Source: an optimization exercise on an open RTL-to-GDS flow (aim: small area). Production flows keep margins and buffers that such runs may drop. In this exercise RTL edits were held to simulation tests only and were not proved equivalent to the original. No driver is modelled on the clock port, so clock power and skew are understated where the tree is cut down; a real chip needs a root buffer or a tree.

==> inputs of garnet <==
==> flow/design.v <==
module smg_display(
input clk,
input rst_n,
input number_en,
input [19:0] number,
output reg [5:0] an,
output reg [7:0] sseg,
output warning
    );
localparam [16:0] SCAN_T = 17'h01a32;
localparam [16:0] SCAN_R = 17'h03464;
reg [24:0] r;
reg [4:0]  c;             
wire busy = ~(c[4] & c[2]);
function [3:0] fix;
    input [3:0] d;
    input       en;
    fix = (en && d >= 4'd5) ? d + 4'd3 : d;
endfunction
wire [24:0] cr;
assign cr[3:0]   = fix(r[3:0],   1'b1);
assign cr[7:4]   = fix(r[7:4],   c[4] | c[3] | c[2]);
assign cr[11:8]  = fix(r[11:8],  c[4] | c[3]);
assign cr[15:12] = fix(r[15:12], c[4] | (c[3] & c[2]));
assign cr[19:16] = fix(r[19:16], c[4]);
assign cr[23:20] = fix(r[23:20], c[4] & c[1] & c[0]);
assign cr[24]    = r[24];
always @(posedge clk or negedge rst_n) begin
    if (!rst_n) begin
        r <= 25'd0;
        c <= 5'd20;
    end else if (number_en) begin
        r <= {number, 5'd0};
        c <= 5'd0;
    end else if (busy) begin
        r <= {cr[23:0], cr[24]};
        c <= c + 5'd1;
    end
end
assign warning = r[24];
reg [16:0] lfsr;
wire step = (lfsr == SCAN_T);
always @(posedge clk or negedge rst_n) begin
    if (!rst_n)
        lfsr <= SCAN_R;
    else
        lfsr <= {lfsr[15:0], lfsr[16] ^ lfsr[11] ^ step};
end
reg [2:0] idx;            
reg [3:0] num_an;
wire [2:0] nidx = (idx == 3'd5 || idx == 3'd7) ? 3'd0 : idx + 3'd1;
reg [3:0] dsel;
always @(*) begin
    case (nidx)
        3'd0: dsel = r[3:0];
        3'd1: dsel = r[7:4];
        3'd2: dsel = r[11:8];
        3'd3: dsel = r[15:12];
        3'd4: dsel = r[19:16];
        default: dsel = r[23:20];
    endcase
end
always @(posedge clk or negedge rst_n) begin
    if (!rst_n) begin
        idx <= 3'd7;
        num_an <= 4'd0;
    end else if (step) begin
        idx <= nidx;
        num_an <= dsel;
    end
end
always @(*) begin
    case (idx)
        3'd0: an = 6'b111110;
        3'd1: an = 6'b111101;
        3'd2: an = 6'b111011;
        3'd3: an = 6'b110111;
        3'd4: an = 6'b101111;
        3'd5: an = 6'b011111;
        default: an = 6'b000000;
    endcase
end
always @(*) begin
    case (num_an)
        4'd0: sseg = 8'hC0;
        4'd1: sseg = 8'hF9;
        4'd2: sseg = 8'hA4;
        4'd3: sseg = 8'hB0;
        4'd4: sseg = 8'h99;
        4'd5: sseg = 8'h92;
        4'd6: sseg = 8'h82;
        4'd7: sseg = 8'hF8;
        4'd8: sseg = 8'h80;
        4'd9: sseg = 8'h90;
        default: sseg = 8'h80;
    endcase
end
endmodule
==> flow/run.sh <==
#!/bin/bash
# synth_recipe.tcl (not shown) runs the flow's synth.tcl, then flattens the netlist and writes it again
# the make line also repeats each setting of config.mk as NAME=value (left out here)
make -C /OpenROAD-flow-scripts/flow DESIGN_CONFIG=/design/flow/config.mk WORK_HOME=/design/flow/orfs CLKGATE_MAP_FILE= SYNTH_SCRIPT=/design/flow/synth_recipe.tcl finish
==> flow/config.mk <==
export PLATFORM = sky130hd
export DESIGN_NAME = smg_display
export DESIGN_NICKNAME = smg_display
export VERILOG_FILES = /design/flow/design.v
export SDC_FILE = /design/flow/constraint.sdc
export NUM_CORES = 4
export LEC_CHECK = 0
export CAP_MARGIN = 20
export CORE_MARGIN = 2
export CORE_UTILIZATION = 40
export SLEW_MARGIN = 20
==> flow/constraint.sdc <==
create_clock -name core_clock -period 10.0 [get_ports {clk}]
set_input_delay 2.0000 -clock core_clock [delete_from_list [all_inputs] [get_ports {clk}]]
set_output_delay 2.0000 -clock core_clock [all_outputs]
set_load 0.01 [all_outputs]
==> willow: changes against garnet <==
==> flow/design.v, changed modules only <==
module smg_display(
input clk,
input rst_n,
input number_en,
input [19:0] number,
output reg [5:0] an,
output reg [7:0] sseg,
output warning
    );
localparam [11:0] H_T = 12'h11a;
localparam [11:0] H_R = 12'h235;
localparam [11:0] H_M = 12'h7ff;
reg [24:0] r;
reg        pend;          
reg        conv;          
reg [4:0]  q;
reg [11:0] h;
wire q31 = &q;
wire hcut = ((h & H_M) == (H_T & H_M));
function [3:0] fix;
    input [3:0] d;
    input       en;
    reg         g;
    begin
        g = en & (d[3] | d[2] & (d[1] | d[0]));
        fix[3] = d[3] | g;
        fix[2] = g ? (d[3] & d[0]) : d[2];
        fix[1] = g ? (d[1] & d[0] | d[3] & ~d[0]) : d[1];
        fix[0] = d[0] ^ g;
    end
endfunction
wire [24:0] cr;
assign cr[3:0]   = fix(r[3:0],   1'b1);
assign cr[7:4]   = fix(r[7:4],   q[4] | q[3] | q[2]);
assign cr[11:8]  = fix(r[11:8],  q[4] | q[3]);
assign cr[15:12] = fix(r[15:12], q[4] | (q[3] & q[2]));
assign cr[19:16] = fix(r[19:16], q[4]);
wire g5 = q[4] & q[1] & q[0] & r[22] & r[20];
assign cr[23:20] = {r[23] | g5, r[22] & ~g5, r[21], r[20] & ~g5};
assign cr[24]    = r[24];
always @(posedge clk or negedge rst_n) begin
    if (!rst_n) begin
        r <= 25'd0;
        pend <= 1'b0;
        conv <= 1'b0;
    end else if (number_en) begin
        r <= {number, 5'd0};
        pend <= 1'b1;
        conv <= 1'b0;
    end else begin
        if (q31) begin
            pend <= 1'b0;
            conv <= pend;
        end else if (q == 5'd19) begin
            conv <= 1'b0;
        end
        if (conv)
            r <= {cr[23:0], cr[24]};
    end
end
assign warning = r[24];
always @(posedge clk or negedge rst_n) begin
    if (!rst_n) begin
        q <= 5'd0;
        h <= H_R;
    end else begin
        q <= q + 5'd1;
        h <= {h[10:0], h[11] ^ h[0] ^ hcut};
    end
end
wire step = q31 & hcut;
reg [2:0] jc;
reg       started;
reg [3:0] num_an;
wire s0 = ~jc[2] & ~jc[0];
wire s1 =  jc[0] & ~jc[1];
wire s2 =  jc[1] & ~jc[2];
wire s3 =  jc[2] &  jc[0];
wire s4 =  jc[1] & ~jc[0];
wire s5 =  jc[2] & ~jc[1];
wire [3:0] dsel = ({4{s5}} & r[3:0])   | ({4{s0}} & r[7:4])
                | ({4{s1}} & r[11:8])  | ({4{s2}} & r[15:12])
                | ({4{s3}} & r[19:16]) | ({4{s4}} & r[23:20]);
always @(posedge clk or negedge rst_n) begin
    if (!rst_n) begin
        jc <= 3'b100;
        started <= 1'b0;
        num_an <= 4'd0;
    end else if (step) begin
        jc <= {jc[1:0], ~jc[2]};
        started <= 1'b1;
        num_an <= dsel;
    end
end
always @(*) begin
    an[0] = started & ~s0;
    an[1] = started & ~s1;
    an[2] = started & ~s2;
    an[3] = started & ~s3;
    an[4] = started & ~s4;
    an[5] = started & ~s5;
end
wire [3:0] d = num_an;
always @(*) begin
    sseg[7] = 1'b1;
    sseg[6] = ~d[3] & ~d[2] & ~d[1] | d[2] & d[1] & d[0];
    sseg[5] = ~d[3] & ~d[2] & d[0] | ~d[2] & d[1] | d[1] & d[0];
    sseg[4] = d[2] & ~d[1] | d[0];
    sseg[3] = ~d[3] & ~d[2] & ~d[1] & d[0] | d[2] & ~d[1] & ~d[0] | d[2] & d[1] & d[0];
    sseg[2] = ~d[2] & d[1] & ~d[0];
    sseg[1] = d[2] & ~d[1] & d[0] | d[2] & d[1] & ~d[0];
    sseg[0] = ~d[3] & ~d[2] & ~d[1] & d[0] | d[2] & ~d[1] & ~d[0];
end
endmodule
==> flow/flow/run.sh (new file) <==
#!/bin/bash
# The standard ORFS layout (the standard.sh) with these changes:
#  - synthesis maps the logic with an area-oriented ABC script (flow/abc_area.script)
#    in place of ORFS's delay-oriented one; the clock period has ample slack;
#  - the port buffers are the smallest buffer (buf_1);
set -euo pipefail
here=$(pwd)
rm -rf "$here/scripts_own"
cp -r "$FLOW_HOME/scripts" "$here/scripts_own"
cp "$here/flow/abc_area.script" "$here/scripts_own/abc_speed.script"
export BUFFER_PORTS_ARGS="-buffer_cell sky130_fd_sc_hd__buf_1"
export POST_CTS_TCL="$here/flow/post_cts.tcl"
export CTS_ARGS="-sink_clustering_enable -repair_clock_nets -dont_use_dummy_load -buf_list {sky130_fd_sc_hd__clkbuf_4 sky130_fd_sc_hd__clkbuf_8} -sink_clustering_size 16"
bash standard.sh SCRIPTS_DIR="$here/scripts_own" finish > standard.log 2>&1
==> flow/flow/abc_area.script (new file) <==
strash
&get -n
&fraig -x
&put
scorr
dc2
dretime
strash
dch -f
amap -m -F 3 -A 20
topo
==> flow/flow/post_cts.tcl (new file) <==
set block [ord::get_db_block]
set root [$block findInst clkbuf_0_clk]
if { $root != "NULL" } {
  set in_net [[$root findITerm A] getNet]
  set out_net [[$root findITerm X] getNet]
  set loads {}
  foreach it [$out_net getITerms] {
    if { [$it getInst] != $root } { lappend loads $it }
  }
  if { [llength $loads] <= 4 && [$in_net getName] == "clk" } {
    puts "post_cts: removing root clock buffer, [llength $loads] leaves on clk"
    foreach it $loads {
      $it disconnect
      $it connect $in_net
    }
    odb::dbInst_destroy $root
    odb::dbNet_destroy $out_net
  } else {
    puts "post_cts: root clock buffer kept ([llength $loads] loads)"
  }
}
==> flow/standard.sh (new file) <==
#!/bin/bash
# synth_recipe.tcl (not shown) runs the flow's synth.tcl, then flattens the netlist and writes it again
# the make line also repeats each setting of config.mk as NAME=value (left out here)
make -C /OpenROAD-flow-scripts/flow DESIGN_CONFIG=/design/flow/config.mk WORK_HOME=/design/flow/orfs CLKGATE_MAP_FILE= SYNTH_SCRIPT=/design/flow/synth_recipe.tcl "${@:-finish}"
removed: flow/run.sh
==> onyx: changes against garnet <==
==> flow/design.v, changed modules only <==
module smg_display(
input clk,
input rst_n,
input number_en,
input [19:0] number,
output reg [5:0] an,
output reg [7:0] sseg,
output warning
    );
localparam [16:0] SCAN_T = 17'h01a32;
localparam [16:0] SCAN_R = 17'h03464;
reg [24:0] r;
reg [4:0]  c;             
wire busy = ~(c[4] & c[2]);
function [3:0] fix;
    input [3:0] d;
    input       en;
    reg         g;
    begin
        g = en & (d[3] | d[2] & (d[1] | d[0]));
        fix[3] = d[3] | g;
        fix[2] = g ? (d[3] & d[0]) : d[2];
        fix[1] = g ? (d[1] & d[0] | d[3] & ~d[0]) : d[1];
        fix[0] = d[0] ^ g;
    end
endfunction
wire [24:0] cr;
assign cr[3:0]   = fix(r[3:0],   1'b1);
assign cr[7:4]   = fix(r[7:4],   c[4] | c[3] | c[2]);
assign cr[11:8]  = fix(r[11:8],  c[4] | c[3]);
assign cr[15:12] = fix(r[15:12], c[4] | (c[3] & c[2]));
assign cr[19:16] = fix(r[19:16], c[4]);
assign cr[23:20] = fix(r[23:20], c[4] & c[1] & c[0]);
assign cr[24]    = r[24];
always @(posedge clk or negedge rst_n) begin
    if (!rst_n) begin
        r <= 25'd0;
        c <= 5'd20;
    end else if (number_en) begin
        r <= {number, 5'd0};
        c <= 5'd0;
    end else if (busy) begin
        r <= {cr[23:0], cr[24]};
        c <= c + 5'd1;
    end
end
assign warning = r[24];
reg [16:0] lfsr;
wire step = (lfsr == SCAN_T);
always @(posedge clk or negedge rst_n) begin
    if (!rst_n)
        lfsr <= SCAN_R;
    else
        lfsr <= {lfsr[15:0], lfsr[16] ^ lfsr[11] ^ step};
end
reg [3:0] num_an;
wire pre = ~(an[0] | an[1]);
wire [5:0] nan = {an[4:0] | {5{pre}}, an[5]};
wire [3:0] dsel = ({4{~nan[0]}} & r[3:0])   | ({4{~nan[1]}} & r[7:4])
                | ({4{~nan[2]}} & r[11:8])  | ({4{~nan[3]}} & r[15:12])
                | ({4{~nan[4]}} & r[19:16]) | ({4{~nan[5]}} & r[23:20]);
always @(posedge clk or negedge rst_n) begin
    if (!rst_n) begin
        an <= 6'b000000;
        num_an <= 4'd0;
    end else if (step) begin
        an <= nan;
        num_an <= dsel;
    end
end
wire [3:0] d = num_an;
always @(*) begin
    sseg[7] = 1'b1;
    sseg[6] = ~d[3] & ~d[2] & ~d[1] | d[2] & d[1] & d[0];
    sseg[5] = ~d[3] & ~d[2] & d[0] | ~d[2] & d[1] | d[1] & d[0];
    sseg[4] = d[2] & ~d[1] | d[0];
    sseg[3] = ~d[3] & ~d[2] & ~d[1] & d[0] | d[2] & ~d[1] & ~d[0] | d[2] & d[1] & d[0];
    sseg[2] = ~d[2] & d[1] & ~d[0];
    sseg[1] = d[2] & ~d[1] & d[0] | d[2] & d[1] & ~d[0];
    sseg[0] = ~d[3] & ~d[2] & ~d[1] & d[0] | d[2] & ~d[1] & ~d[0];
end
endmodule
==> flow/flow/run.sh (new file) <==
#!/bin/bash
# The standard ORFS layout (the standard.sh) with these changes:
#  - synthesis maps the logic with an area-oriented ABC script (flow/abc_area.script)
#    in place of ORFS's delay-oriented one; the clock period has ample slack;
#  - the port buffers are the smallest buffer (buf_1);
#  - clock tree synthesis inserts no dummy load cells (CTS_ARGS below).
set -euo pipefail
here=$(pwd)
rm -rf "$here/scripts_own"
cp -r "$FLOW_HOME/scripts" "$here/scripts_own"
cp "$here/flow/abc_area.script" "$here/scripts_own/abc_speed.script"
export BUFFER_PORTS_ARGS="-buffer_cell sky130_fd_sc_hd__buf_1"
export CTS_ARGS="-sink_clustering_enable -repair_clock_nets -dont_use_dummy_load -buf_list {sky130_fd_sc_hd__clkbuf_8 sky130_fd_sc_hd__clkbuf_16} -sink_clustering_size 60 -sink_clustering_max_diameter 300"
bash standard.sh SCRIPTS_DIR="$here/scripts_own" finish > standard.log 2>&1
==> flow/flow/abc_area.script (new file) <==
strash
&get -n
&fraig -x
&put
scorr
dc2
dretime
strash
dch -f
amap
topo
==> flow/standard.sh (new file) <==
#!/bin/bash
# synth_recipe.tcl (not shown) runs the flow's synth.tcl, then flattens the netlist and writes it again
# the make line also repeats each setting of config.mk as NAME=value (left out here)
make -C /OpenROAD-flow-scripts/flow DESIGN_CONFIG=/design/flow/config.mk WORK_HOME=/design/flow/orfs CLKGATE_MAP_FILE= SYNTH_SCRIPT=/design/flow/synth_recipe.tcl "${@:-finish}"
removed: flow/run.sh
==> impl_metrics.toml <==
[outcome]
outcome = "finished clean"

[cts]
clock-sinks = 52

[power_and_ir_drop]
seqPwrFrac_pct = 61.5
powerSeq_uw = 248
leakagePower_nw = 1.09

[placement]
dp_slack_ns = 5.74
Source of the figures above: willow

==> impl_metrics.toml <==
[floorplanning]
start_util_pct = 41.9

[drt]
drcViolationCount = 0

[power_and_ir_drop]
seqPwrFrac_pct = 56.3
powerSeq_uw = 268
leakagePower_nw = 1.18
clockPowerShare_pct = 32.5

[cts]
ctsResizeCount = 0

[placement]
dp_slack_ns = 6.03

[outcome]
outcome = "finished clean"

[setup_path]
cp.depth = 5

[global_routing]
gr-usage-met3_pct = 6.06

[worst_hold_path]
hp-class = "flop to flop"
Source of the figures above: onyx

==> impl_metrics.toml <==
[placement]
dp_slack_ns = 5.69

[cts]
clock-sinks = 54

[power_and_ir_drop]
powerSeq_uw = 245
leakagePower_nw = 1.57
seqPwrFrac_pct = 55.3

[logic_synthesis]
synth-edff-count = 0

[outcome]
outcome = "finished clean"

[global_routing]
grtUsageMet2_pct = 30.4

[cells_and_area]
nFillCells = 821

[job]
max-cap-violations = 0

[drt]
dr.pass1.iters = 4
Source of the figures above: garnet

## afterwards: timing with drivers on the ports
No port has a modelled driver above. Below, the same layouts with a new extraction and two added sets of constraints.
Step 1: set_driving_cell puts a clkbuf_16 on clk and a buf_2 on each other input, an assumption about the parent block.
Step 2 times the ports against the registers' clock, not the clock port: input delays grow and output delays shrink by t, the midpoint of the rising clock arrivals with the driver on.
Three values: ideal, step 1, step 2; two values: the first two.
run	t, ns	setup WS [ns]	hold WS [ns]	worst setup path after step 2	worst data-port slew with drivers (ns)
garnet	0.339	5.792 / 5.762 / 5.684	0.364 / 0.364 / 0.364	input to register	0.03
willow	0.199	5.940 / 5.970 / 5.771	0.380 / 0.380 / 0.380	input to register	0.03
onyx	0.353	6.335 / 6.342 / 5.989	0.351 / 0.351 / 0.351	input to register	0.03
After both steps setup and hold are still met in every run listed. The setup slack of onyx, which loses most, moves by +0.007 ns with the drivers and by -0.346 ns with both steps.
